Context: an optimization exercise on an open-source flow, tuned for small area. The choices shown serve that exercise and are no tape-out recipe. In this exercise RTL edits were held to simulation tests only and were not proved equivalent to the original.

==> inputs of job 5787 <==
## fir_filter
module fir_filter (
    input fir_clk,
    input rst_active_low,
    input signed [29:0] data_in,
    output signed [61:0] data_out
);
reg [29:0] X0;
reg [29:0] X1;
reg [29:0] X2;
reg [29:0] X3;
reg [29:0] X4;
reg [29:0] X5;
reg [29:0] X6;
reg [29:0] X7;
reg [29:0] X8;
reg [29:0] X9;
reg [29:0] X10;
reg [29:0] X11;
reg [29:0] X12;
reg [29:0] X13;
reg [29:0] X14;
reg [29:0] X15;
reg [29:0] X16;
reg [29:0] X17;
reg [29:0] X18;
reg [29:0] X19;
reg [29:0] X20;
reg [29:0] X21;
reg [29:0] X22;
reg [29:0] X23;
reg [29:0] X24;
reg [29:0] X25;
reg [29:0] X26;
reg [29:0] X27;
reg [29:0] X28;
reg [29:0] X29;
reg [29:0] X30;
reg [29:0] X31;
reg [29:0] X32;
reg [29:0] X33;
reg [29:0] X34;
reg [29:0] X35;
reg [29:0] X36;
reg [29:0] X37;
reg [29:0] X38;
always @(posedge fir_clk) begin
    X0 <= {~data_in[29], data_in[28:0]};
    X1 <= X0;
    X2 <= X1;
    X3 <= X2;
    X4 <= X3;
    X5 <= X4;
    X6 <= X5;
    X7 <= X6;
    X8 <= X7;
    X9 <= X8;
    X10 <= X9;
    X11 <= X10;
    X12 <= X11;
    X13 <= X12;
    X14 <= X13;
    X15 <= X14;
    X16 <= X15;
    X17 <= X16;
    X18 <= X17;
    X19 <= X18;
    X20 <= X19;
    X21 <= X20;
    X22 <= X21;
    X23 <= X22;
    X24 <= X23;
    X25 <= X24;
    X26 <= X25;
    X27 <= X26;
    X28 <= X27;
    X29 <= X28;
    X30 <= X29;
    X31 <= X30;
    X32 <= X31;
    X33 <= X32;
    X34 <= X33;
    X35 <= X34;
    X36 <= X35;
    X37 <= X36;
    X38 <= X37;
end
wire n60, n61, n62, n63, n64, n65, n66, n67, n68, n69, n70, n71, n72, n73, n74, n75;
wire n76, n77, n78, n79, n80, n81, n82, n83, n84, n85, n86, n87, n88, n89, n90, n91;
wire n92, n93, n94, n95, n96, n97, n98, n99, n100, n101, n102, n103, n104, n105, n106, n107;
wire n108, n109, n110, n111, n112, n113, n114, n115, n116, n117, n118, n119, n180, n181, n182, n183;
wire n184, n185, n186, n187, n188, n189, n190, n191, n192, n193, n194, n195, n196, n197, n198, n199;
wire n200, n201, n202, n203, n204, n205, n206, n207, n208, n209, n210, n211, n212, n213, n214, n215;
  ...
export LEC_CHECK = 0
export CAP_MARGIN = 35
export CORE_MARGIN = 2
export CORE_UTILIZATION = 65
export CTS_BUF_LIST = sky130_fd_sc_hd__clkbuf_16
export CTS_CLUSTER_DIAMETER = 60
export CTS_CLUSTER_SIZE = 30
export SLEW_MARGIN = 35
export SYNTH_HIERARCHICAL = 1
create_clock -name core_clock -period 10.0 [get_ports {fir_clk}]
standard.sh (not shown) runs the stock make flow with config.mk's settings and CLKGATE_MAP_FILE= SYNTH_SCRIPT=/design/flow/synth_recipe.tcl, a recipe that flattens the netlist after the stock synthesis.
==> flow/flow/run.sh <==
#!/bin/bash
set -e
export CTS_ARGS="-sink_clustering_enable -repair_clock_nets -dont_use_dummy_load -sink_clustering_size 30 -sink_clustering_max_diameter 65 -buf_list sky130_fd_sc_hd__clkbuf_16"
export BUFFER_PORTS_ARGS="-buffer_cell sky130_fd_sc_hd__buf_1"
bash standard.sh > standard_flow.log 2>&1
==> job 2866 (differences from job 5787) <==
==> flow/flow/run.sh (replaced) <==
#!/bin/bash
# The standard layout (standard.sh), with two changes:
#  - clock tree: no dummy load cells (they only balance capacitance), clusters
#    of at most 25 flip-flops within 75 um, each driven by a clkbuf_16;
#  - port buffers: buf_1 instead of the default (each port still gets one).
set -e
export CTS_ARGS="-sink_clustering_enable -repair_clock_nets -dont_use_dummy_load -sink_clustering_size 28 -sink_clustering_max_diameter 70 -buf_list sky130_fd_sc_hd__clkbuf_16"
export BUFFER_PORTS_ARGS="-buffer_cell sky130_fd_sc_hd__buf_1"
bash standard.sh > standard_flow.log 2>&1
Settings changed: CORE_UTILIZATION 65 to 70.
==> comparison table <==
quantity	job 5787	job 2866
Result of the run	finished clean	finished clean
Hold_ws	0.270 ns	0.312 ns
Worst setup slack for register-to-register paths	0.48 ns	0.38 ns
Layout Utilization	69.0%	74.1%
First DRT Iteration DRCs	2,287	2,775
Fill cell count	7,583	6,039
Period minus WS final	9.52 ns	9.62 ns
Vias in the first global route	36,900	37,100
DRT Wirelength	179,000 µm	182,000 µm
Vertical die dimension	340 µm	327 µm
Starting utilization of the core area	65.3%	70.6%
Gpl congestion	0.958	0.969
Nets	6,250	6,236
Cell area after layout	77,300 µm²	76,800 µm²
Global-route wire length before repair	264,000 µm	266,000 µm
Number of diodes	2	0
CP Data Required Time	10.56 ns	10.54 ns
Number of tapcells	1,500	1,380
Routed via count divided by cell count	5.37	5.66

* * *

==> run a: inputs <==
Another version of the RTL of fir_filter (not shown whole).
// fir_filter
module fir_filter (
    input fir_clk,
    input rst_active_low,
    input signed [29:0] data_in,
    output signed [61:0] data_out
);
export LEC_CHECK = 0
export CAP_MARGIN = 35
export CORE_MARGIN = 2
export CORE_UTILIZATION = 75
export CTS_BUF_LIST = sky130_fd_sc_hd__clkbuf_16
export CTS_CLUSTER_DIAMETER = 60
export CTS_CLUSTER_SIZE = 40
export SLEW_MARGIN = 35
export SYNTH_HIERARCHICAL = 1
create_clock -name core_clock -period 10.0 [get_ports {fir_clk}]
run.sh (not shown) runs the stock make flow with config.mk's settings and CLKGATE_MAP_FILE= SYNTH_SCRIPT=/design/flow/synth_recipe.tcl, a recipe that flattens the netlist after the stock synthesis.
Stock flow here: none of the scripts above is used.
==> run b: changes against run a <==
==> flow/flow/run.sh (new file) <==
#!/bin/bash
set -e
export CTS_ARGS="-sink_clustering_enable -repair_clock_nets -dont_use_dummy_load -sink_clustering_size 30 -sink_clustering_max_diameter 60 -buf_list sky130_fd_sc_hd__clkbuf_16"
export BUFFER_PORTS_ARGS="-buffer_cell sky130_fd_sc_hd__buf_1"
bash standard.sh > standard_flow.log 2>&1
==> flow/standard.sh (new file) <==
#!/bin/bash
# synth_recipe.tcl (not shown) runs the flow's synth.tcl, then flattens the netlist and writes it again
# the make line also repeats each setting of config.mk as NAME=value (left out here)
make -C /OpenROAD-flow-scripts/flow DESIGN_CONFIG=/design/flow/config.mk WORK_HOME=/design/flow/orfs CLKGATE_MAP_FILE= SYNTH_SCRIPT=/design/flow/synth_recipe.tcl "${@:-finish}"
- CORE_UTILIZATION: 75 -> 60
- CTS_CLUSTER_SIZE: 40 -> 30
removed: flow/run.sh
==> run c: changes against run a <==
==> flow/flow/run.sh (new file) <==
#!/bin/bash
set -e
export CTS_ARGS="-sink_clustering_enable -repair_clock_nets -dont_use_dummy_load -sink_clustering_size 40 -sink_clustering_max_diameter 70 -buf_list sky130_fd_sc_hd__clkbuf_16"
export BUFFER_PORTS_ARGS="-buffer_cell sky130_fd_sc_hd__buf_1"
bash standard.sh > standard_flow.log 2>&1
==> flow/standard.sh (new file) <==
#!/bin/bash
# synth_recipe.tcl (not shown) runs the flow's synth.tcl, then flattens the netlist and writes it again
# the make line also repeats each setting of config.mk as NAME=value (left out here)
make -C /OpenROAD-flow-scripts/flow DESIGN_CONFIG=/design/flow/config.mk WORK_HOME=/design/flow/orfs CLKGATE_MAP_FILE= SYNTH_SCRIPT=/design/flow/synth_recipe.tcl "${@:-finish}"
- CORE_UTILIZATION: 75 -> 60
- CTS_CLUSTER_SIZE: 40 -> 30
removed: flow/run.sh
==> impl_results.md <==
- Met1 Use GR: 0.445
- Cells on worst reg2reg path: 18
- Outcome: finished clean
- Met1 wire length: 77.9 mm
- Hold Crit Start: X34[26]
- Multi-input gate share of total cell area: 0.516
- Max Clock Freq: 0.107 GHz
(the above is from run b)
==> impl_results.md <==
- Met1 wire length: 71.1 mm
- Hold Crit Start: X20[25]
- Cells on worst reg2reg path: 20
- Outcome: finished clean
(the above is from run a)
==> impl_results.md <==
- Failing Checks: antenna rules
- ANT nets after route: 1
- Outcome: failed layout checks
(the above is from run c)

* * *

==> inputs of run H <==
fir_filter, a different RTL version from the one above (not shown whole).
clock: 10.0 ns
lec_check: 0
cap_margin: 35
core_margin: 2
core_utilization: 65
cts_buf_list: sky130_fd_sc_hd__clkbuf_16
cts_cluster_diameter: 60
cts_cluster_size: 30
slew_margin: 35
synth_hierarchical: 1
standard.sh (not shown) runs the stock make flow with config.mk's settings and CLKGATE_MAP_FILE= SYNTH_SCRIPT=/design/flow/synth_recipe.tcl, a recipe that flattens the netlist after the stock synthesis.
==> flow/flow/run.sh <==
#!/bin/bash
# The standard layout (standard.sh), with two changes:
#  - clock tree: no dummy load cells (they only balance capacitance), clusters
#    of at most 25 flip-flops within 75 um, each driven by a clkbuf_16;
#  - port buffers: buf_1 instead of the default (each port still gets one).
set -e
export CTS_ARGS="-sink_clustering_enable -repair_clock_nets -dont_use_dummy_load -sink_clustering_size 25 -sink_clustering_max_diameter 75 -buf_list sky130_fd_sc_hd__clkbuf_16"
export BUFFER_PORTS_ARGS="-buffer_cell sky130_fd_sc_hd__buf_1"
bash standard.sh > standard_flow.log 2>&1
==> run A (differences from run H) <==
--- a/flow/flow/run.sh
+++ b/flow/flow/run.sh
@@ -6,3 +6,3 @@
 set -e
-export CTS_ARGS="-sink_clustering_enable -repair_clock_nets -dont_use_dummy_load -sink_clustering_size 25 -sink_clustering_max_diameter 75 -buf_list sky130_fd_sc_hd__clkbuf_16"
+export CTS_ARGS="-sink_clustering_enable -repair_clock_nets -dont_use_dummy_load -sink_clustering_size 16 -sink_clustering_max_diameter 50 -buf_list sky130_fd_sc_hd__clkbuf_8"
 export BUFFER_PORTS_ARGS="-buffer_cell sky130_fd_sc_hd__buf_1"
==> notes <==
Of run A and run H, run H has the higher register-to-register slack (gap 0.05 ns).
In die area, run H and run A do not differ.
==> figures <==
item	run A	run H
Status	complete, no violations	complete, no violations
Met1 track demand over resource in global routing	45.4%	45.6%
CP bufs+invs	2	1
Via count of the first global-routing pass	38,700	38,300
Worst setup path end	data_out[45]	n5261_d1$_DFF_P_
Routed met1 length	69,600 um	69,200 um
Proportion of layout cells with a drive suffix above 1	3.37%	1.93%
CP max stage delay	0.51 ns	0.70 ns

* * *

==> job 2453: inputs <==
Starting RTL as in the previous note.
Design fir_filter, start of the top module:
module fir_filter (
    input fir_clk,
    input rst_active_low,
    input signed [29:0] data_in,
    output signed [61:0] data_out
);
reg [29:0] X0;
reg [29:0] X1;
reg [29:0] X2;
reg [29:0] X3;
reg [29:0] X4;
reg [29:0] X5;
reg [29:0] X6;
reg [29:0] X7;
reg [29:0] X8;
reg [29:0] X9;
reg [29:0] X10;
reg [29:0] X11;
reg [29:0] X12;
reg [29:0] X13;
reg [29:0] X14;
reg [29:0] X15;
reg [29:0] X16;
reg [29:0] X17;
reg [29:0] X18;
reg [29:0] X19;
reg [29:0] X20;
reg [29:0] X21;
reg [29:0] X22;
reg [29:0] X23;
reg [29:0] X24;
reg [29:0] X25;
reg [29:0] X26;
reg [29:0] X27;
reg [29:0] X28;
reg [29:0] X29;
reg [29:0] X30;
reg [29:0] X31;
reg [29:0] X32;
reg [29:0] X33;
reg [29:0] X34;
reg [29:0] X35;
reg [29:0] X36;
reg [29:0] X37;
reg [29:0] X38;
reg [29:0] X39;
always @(posedge fir_clk) begin
    X0 <= {~data_in[29], data_in[28:0]};
    X1 <= X0;
    X2 <= X1;
    X3 <= X2;
    X4 <= X3;
    X5 <= X4;
    X6 <= X5;
    X7 <= X6;
    X8 <= X7;
    X9 <= X8;
    X10 <= X9;
    X11 <= X10;
    X12 <= X11;
    X13 <= X12;
    X14 <= X13;
  ...
==> flow/config.mk <==
export PLATFORM = sky130hd
export DESIGN_NAME = fir_filter
export DESIGN_NICKNAME = fir_filter
export VERILOG_FILES = /design/flow/design.v
export SDC_FILE = /design/flow/constraint.sdc
export NUM_CORES = 8
export LEC_CHECK = 0
export CAP_MARGIN = 35
export CORE_MARGIN = 2
export CORE_UTILIZATION = 65
export CTS_BUF_LIST = sky130_fd_sc_hd__clkbuf_16
export CTS_CLUSTER_DIAMETER = 60
export CTS_CLUSTER_SIZE = 30
export SLEW_MARGIN = 35
export SYNTH_HIERARCHICAL = 1
==> flow/constraint.sdc <==
create_clock -name core_clock -period 10.0 [get_ports {fir_clk}]
set_input_delay 2.0000 -clock core_clock [delete_from_list [all_inputs] [get_ports {fir_clk}]]
set_output_delay 2.0000 -clock core_clock [all_outputs]
set_load 0.01 [all_outputs]
==> flow/flow/run.sh <==
#!/bin/bash
# The standard layout (standard.sh), with two changes:
#  - clock tree: no dummy load cells (they only balance capacitance), clusters
#    of at most 25 flip-flops within 75 um, each driven by a clkbuf_16;
#  - port buffers: buf_1 instead of the default (each port still gets one).
set -e
export CTS_ARGS="-sink_clustering_enable -repair_clock_nets -dont_use_dummy_load -sink_clustering_size 20 -sink_clustering_max_diameter 60 -buf_list sky130_fd_sc_hd__clkbuf_8"
export BUFFER_PORTS_ARGS="-buffer_cell sky130_fd_sc_hd__buf_1"
bash standard.sh > standard_flow.log 2>&1
==> inputs of job 6816, as changes to job 2453 <==
==> flow/flow/run.sh (replaced) <==
#!/bin/bash
# The standard layout (standard.sh), with two changes:
#  - clock tree: no dummy load cells (they only balance capacitance), clusters
#    of at most 25 flip-flops within 75 um, each driven by a clkbuf_16;
#  - port buffers: buf_1 instead of the default (each port still gets one).
set -e
export CTS_ARGS="-sink_clustering_enable -repair_clock_nets -dont_use_dummy_load -sink_clustering_size 18 -sink_clustering_max_diameter 55 -buf_list sky130_fd_sc_hd__clkbuf_8"
export BUFFER_PORTS_ARGS="-buffer_cell sky130_fd_sc_hd__buf_1"
bash standard.sh > standard_flow.log 2>&1
==> inputs of job 3061, as changes to job 2453 <==
==> flow/flow/run.sh (replaced) <==
#!/bin/bash
# The standard layout (standard.sh), with two changes:
#  - clock tree: no dummy load cells (they only balance capacitance), clusters
#    of at most 18 flip-flops within 55 um, each driven by a clkbuf_8
#    (CTS_ARGS replaces the CTS_* settings in config.mk);
#  - port buffers: buf_1 instead of the default (each port still gets one).
set -e
export CTS_ARGS="-sink_clustering_enable -repair_clock_nets -dont_use_dummy_load -sink_clustering_size 18 -sink_clustering_max_diameter 55 -buf_list sky130_fd_sc_hd__clkbuf_8"
export BUFFER_PORTS_ARGS="-buffer_cell sky130_fd_sc_hd__buf_1"
bash standard.sh > standard_flow.log 2>&1
==> summary of the runs <==
Synthesized cell count is the same in job 2453 and job 3061. Cell area: job 2453 is smaller than job 6816 (about 0.26%). In job 3061 the sequential share of layout area is lower than in job 2453, by 0.10 points. Of job 2453 and job 6816, job 6816 has the higher global-route usage (gap 0.11 points). Between job 3061 and job 2453, the lower worst hold slack is in job 2453 (gap 0.023 ns). Between job 2453 and job 3061, the lower count of clock-buffer cells in the layout is in job 2453 (gap 15). In non-clock buffer count, job 6816 and job 2453 do not differ. Job 3061 finished clean. Job 2453 completed without violations. Job 6816 produced a clean layout. In utilization, job 3061 and job 6816 do not differ.

* * *

==> v13 <==
fir_filter with an RTL version that a note above also has.
Settings: LEC_CHECK=0, CAP_MARGIN=35, CORE_MARGIN=2, CORE_UTILIZATION=70, CTS_BUF_LIST=sky130_fd_sc_hd__clkbuf_16, CTS_CLUSTER_DIAMETER=60, CTS_CLUSTER_SIZE=30, SLEW_MARGIN=35, SYNTH_HIERARCHICAL=1; clock period 10.0 ns.
==> flow/flow/run.sh <==
#!/bin/bash
set -e
export CTS_ARGS="-sink_clustering_enable -repair_clock_nets -dont_use_dummy_load -sink_clustering_size 30 -sink_clustering_max_diameter 70 -buf_list sky130_fd_sc_hd__clkbuf_16"
export BUFFER_PORTS_ARGS="-buffer_cell sky130_fd_sc_hd__buf_1"
bash standard.sh > standard_flow.log 2>&1
==> v17 (differences from v13) <==
==> flow/run.sh (new file) <==
#!/bin/bash
# synth_recipe.tcl (not shown) runs the flow's synth.tcl, then flattens the netlist and writes it again
# the make line also repeats each setting of config.mk as NAME=value (left out here)
make -C /OpenROAD-flow-scripts/flow DESIGN_CONFIG=/design/flow/config.mk WORK_HOME=/design/flow/orfs CLKGATE_MAP_FILE= SYNTH_SCRIPT=/design/flow/synth_recipe.tcl finish
CORE_UTILIZATION = 60   (was 70)
removed: flow/flow/run.sh
removed: flow/standard.sh
==> v34 (differences from v13) <==
==> flow/flow/run.sh (replaced) <==
#!/bin/bash
set -e
export CTS_ARGS="-sink_clustering_enable -repair_clock_nets -dont_use_dummy_load -sink_clustering_size 30 -sink_clustering_max_diameter 60 -buf_list sky130_fd_sc_hd__clkbuf_16"
bash standard.sh > standard_flow.log 2>&1
CORE_UTILIZATION = 60   (was 70)
==> v9 (differences from v13) <==
==> flow/flow/run.sh (replaced) <==
#!/bin/bash
set -e
export CTS_ARGS="-sink_clustering_enable -repair_clock_nets -dont_use_dummy_load -sink_clustering_size 35 -sink_clustering_max_diameter 75 -buf_list sky130_fd_sc_hd__clkbuf_16"
export BUFFER_PORTS_ARGS="-buffer_cell sky130_fd_sc_hd__buf_1"
bash standard.sh > standard_flow.log 2>&1
CORE_UTILIZATION = 65   (was 70)
==> impl_metrics.py <==
metrics = {
    "critical_path": {
        "endpoint": "n4823_d1$_DFF_P_",
        "setup.worst_path.start": "n1774_d1$_DFF_P_",
    },
    "final_layout": {
        "seq_share": 0.403,
        "antenna_cells": 2,
        "nets": 6373,
    },
    "floorplan": {
        "std_cell_rows": 119,
    },
    "global_route": {
        "grtUsageMet2": 0.535,
        "grt_pass1_wl_microns": 254000,
        "grt_use_met1": 0.504,
    },
    "route": {
        "wl_met2_microns": 82300,
        "first_pass_iters": 26,
    },
    "status": {
        "status": "finished clean",
    },
    "timing": {
        "skew_ns": 0.0911,
    },
    "placed_design": {
        "dp.cells": 5561,
        "placed_area_sq_mm": 0.0761,
    },
}
Source of the figures above: v13

==> impl_metrics.py <==
metrics = {
    "status": {
        "status": "finished clean",
    },
    "final_layout": {
        "antenna_cells": 1,
        "nets": 6409,
        "seq_share": 0.387,
    },
    "timing": {
        "skew_ns": 0.0364,
    },
    "global_route": {
        "grt_use_met1": 0.431,
        "grt_pass1_wl_microns": 257000,
    },
    "critical_path": {
        "setup.worst_path.start": "X12[19]$_DFF_P_",
        "endpoint": "n3220_d1$_DFF_P_",
    },
    "route": {
        "first_pass_iters": 5,
    },
    "floorplan": {
        "std_cell_rows": 129,
    },
}
Source of the figures above: v17

==> impl_metrics.py <==
metrics = {
    "global_route": {
        "grt_use_met1": 0.430,
        "grt_pass1_wl_microns": 256000,
    },
    "final_layout": {
        "seq_share": 0.394,
    },
    "critical_path": {
        "endpoint": "n3220_d1$_DFF_P_",
    },
    "placed_design": {
        "dp.cells": 5807,
        "placed_area_sq_mm": 0.0770,
    },
    "timing": {
        "skew_ns": 0.0933,
    },
    "route": {
        "first_pass_iters": 5,
    },
    "status": {
        "status": "finished clean",
    },
    "floorplan": {
        "std_cell_rows": 129,
    },
}
Source of the figures above: v34

==> impl_metrics.py <==
metrics = {
    "timing": {
        "skew_ns": 0.107,
    },
    "floorplan": {
        "std_cell_rows": 124,
    },
    "placed_design": {
        "placed_area_sq_mm": 0.0763,
    },
    "status": {
        "status": "finished clean",
    },
    "critical_path": {
        "path_common_cell": "fa_1",
        "setup.worst_path.start": "X12[19]$_DFF_P_",
        "cp_max_fo": 2,
    },
    "final_layout": {
        "antenna_cells": 0,
        "buf_share": 0.00451,
        "nets": 6366,
    },
    "route": {
        "wl_met2_microns": 83600,
    },
    "global_route": {
        "grt_use_met1": 0.487,
        "grtUsageMet2": 0.504,
        "grt_pass1_wl_microns": 254000,
    },
}
Source of the figures above: v9

-- what the ideal ports hide --
In the flow no input, the clock included, has a driving cell. The finished layouts below were timed again as built, in two steps. Step 1 sets driving cells, clkbuf_16 on the clock port and buf_2 on the other inputs (assumed; they add their load-dependent delay and slew). Step 2 adds t to the input delays and takes it off the output delays; t is the mean of the earliest and latest rising clock arrival at the registers after step 1. Input paths then give back, and output paths get back, about the clock's delay inside the block. a / b / c = no drivers / after step 1 / after step 2; a / b = the first two.
| run | t, ns | setup slack, ns | latest minus earliest clock arrival (ns) |
|---|---|---|---|
| job 5787 | 0.764 | 0.475 / 0.475 / 0.475 | 0.093 / 0.093 |
| job 2866 | 0.752 | 0.376 / 0.376 / 0.376 | 0.120 / 0.120 |
| run a of note 2 | 0.806 | 0.496 / 0.496 / 0.496 | 0.070 / 0.071 |
| run b of note 2 | 0.781 | 0.684 / 0.684 / 0.684 | 0.114 / 0.115 |
| run c of note 2 | 0.758 | 0.681 / 0.681 / 0.681 | 0.126 / 0.125 |
| run H of note 3 | 0.729 | 0.697 / 0.686 / 0.697 | 0.112 / 0.111 |
| run A of note 3 | 0.877 | 0.615 / 0.548 / 0.649 | 0.109 / 0.109 |
| job 2453 | 0.829 | 0.615 / 0.548 / 0.696 | 0.127 / 0.127 |
| job 6816 | 0.858 | 0.608 / 0.540 / 0.708 | 0.116 / 0.116 |
| job 3061 | 0.858 | 0.608 / 0.540 / 0.708 | 0.116 / 0.116 |
| v13 | 0.750 | 0.672 / 0.672 / 0.672 | 0.094 / 0.095 |
| v17 | 0.821 | 0.747 / 0.747 / 0.747 | 0.039 / 0.040 |
| v34 | 0.779 | 0.713 / 0.713 / 0.713 | 0.094 / 0.094 |
| v9 | 0.722 | 0.635 / 0.635 / 0.635 | 0.120 / 0.121 |
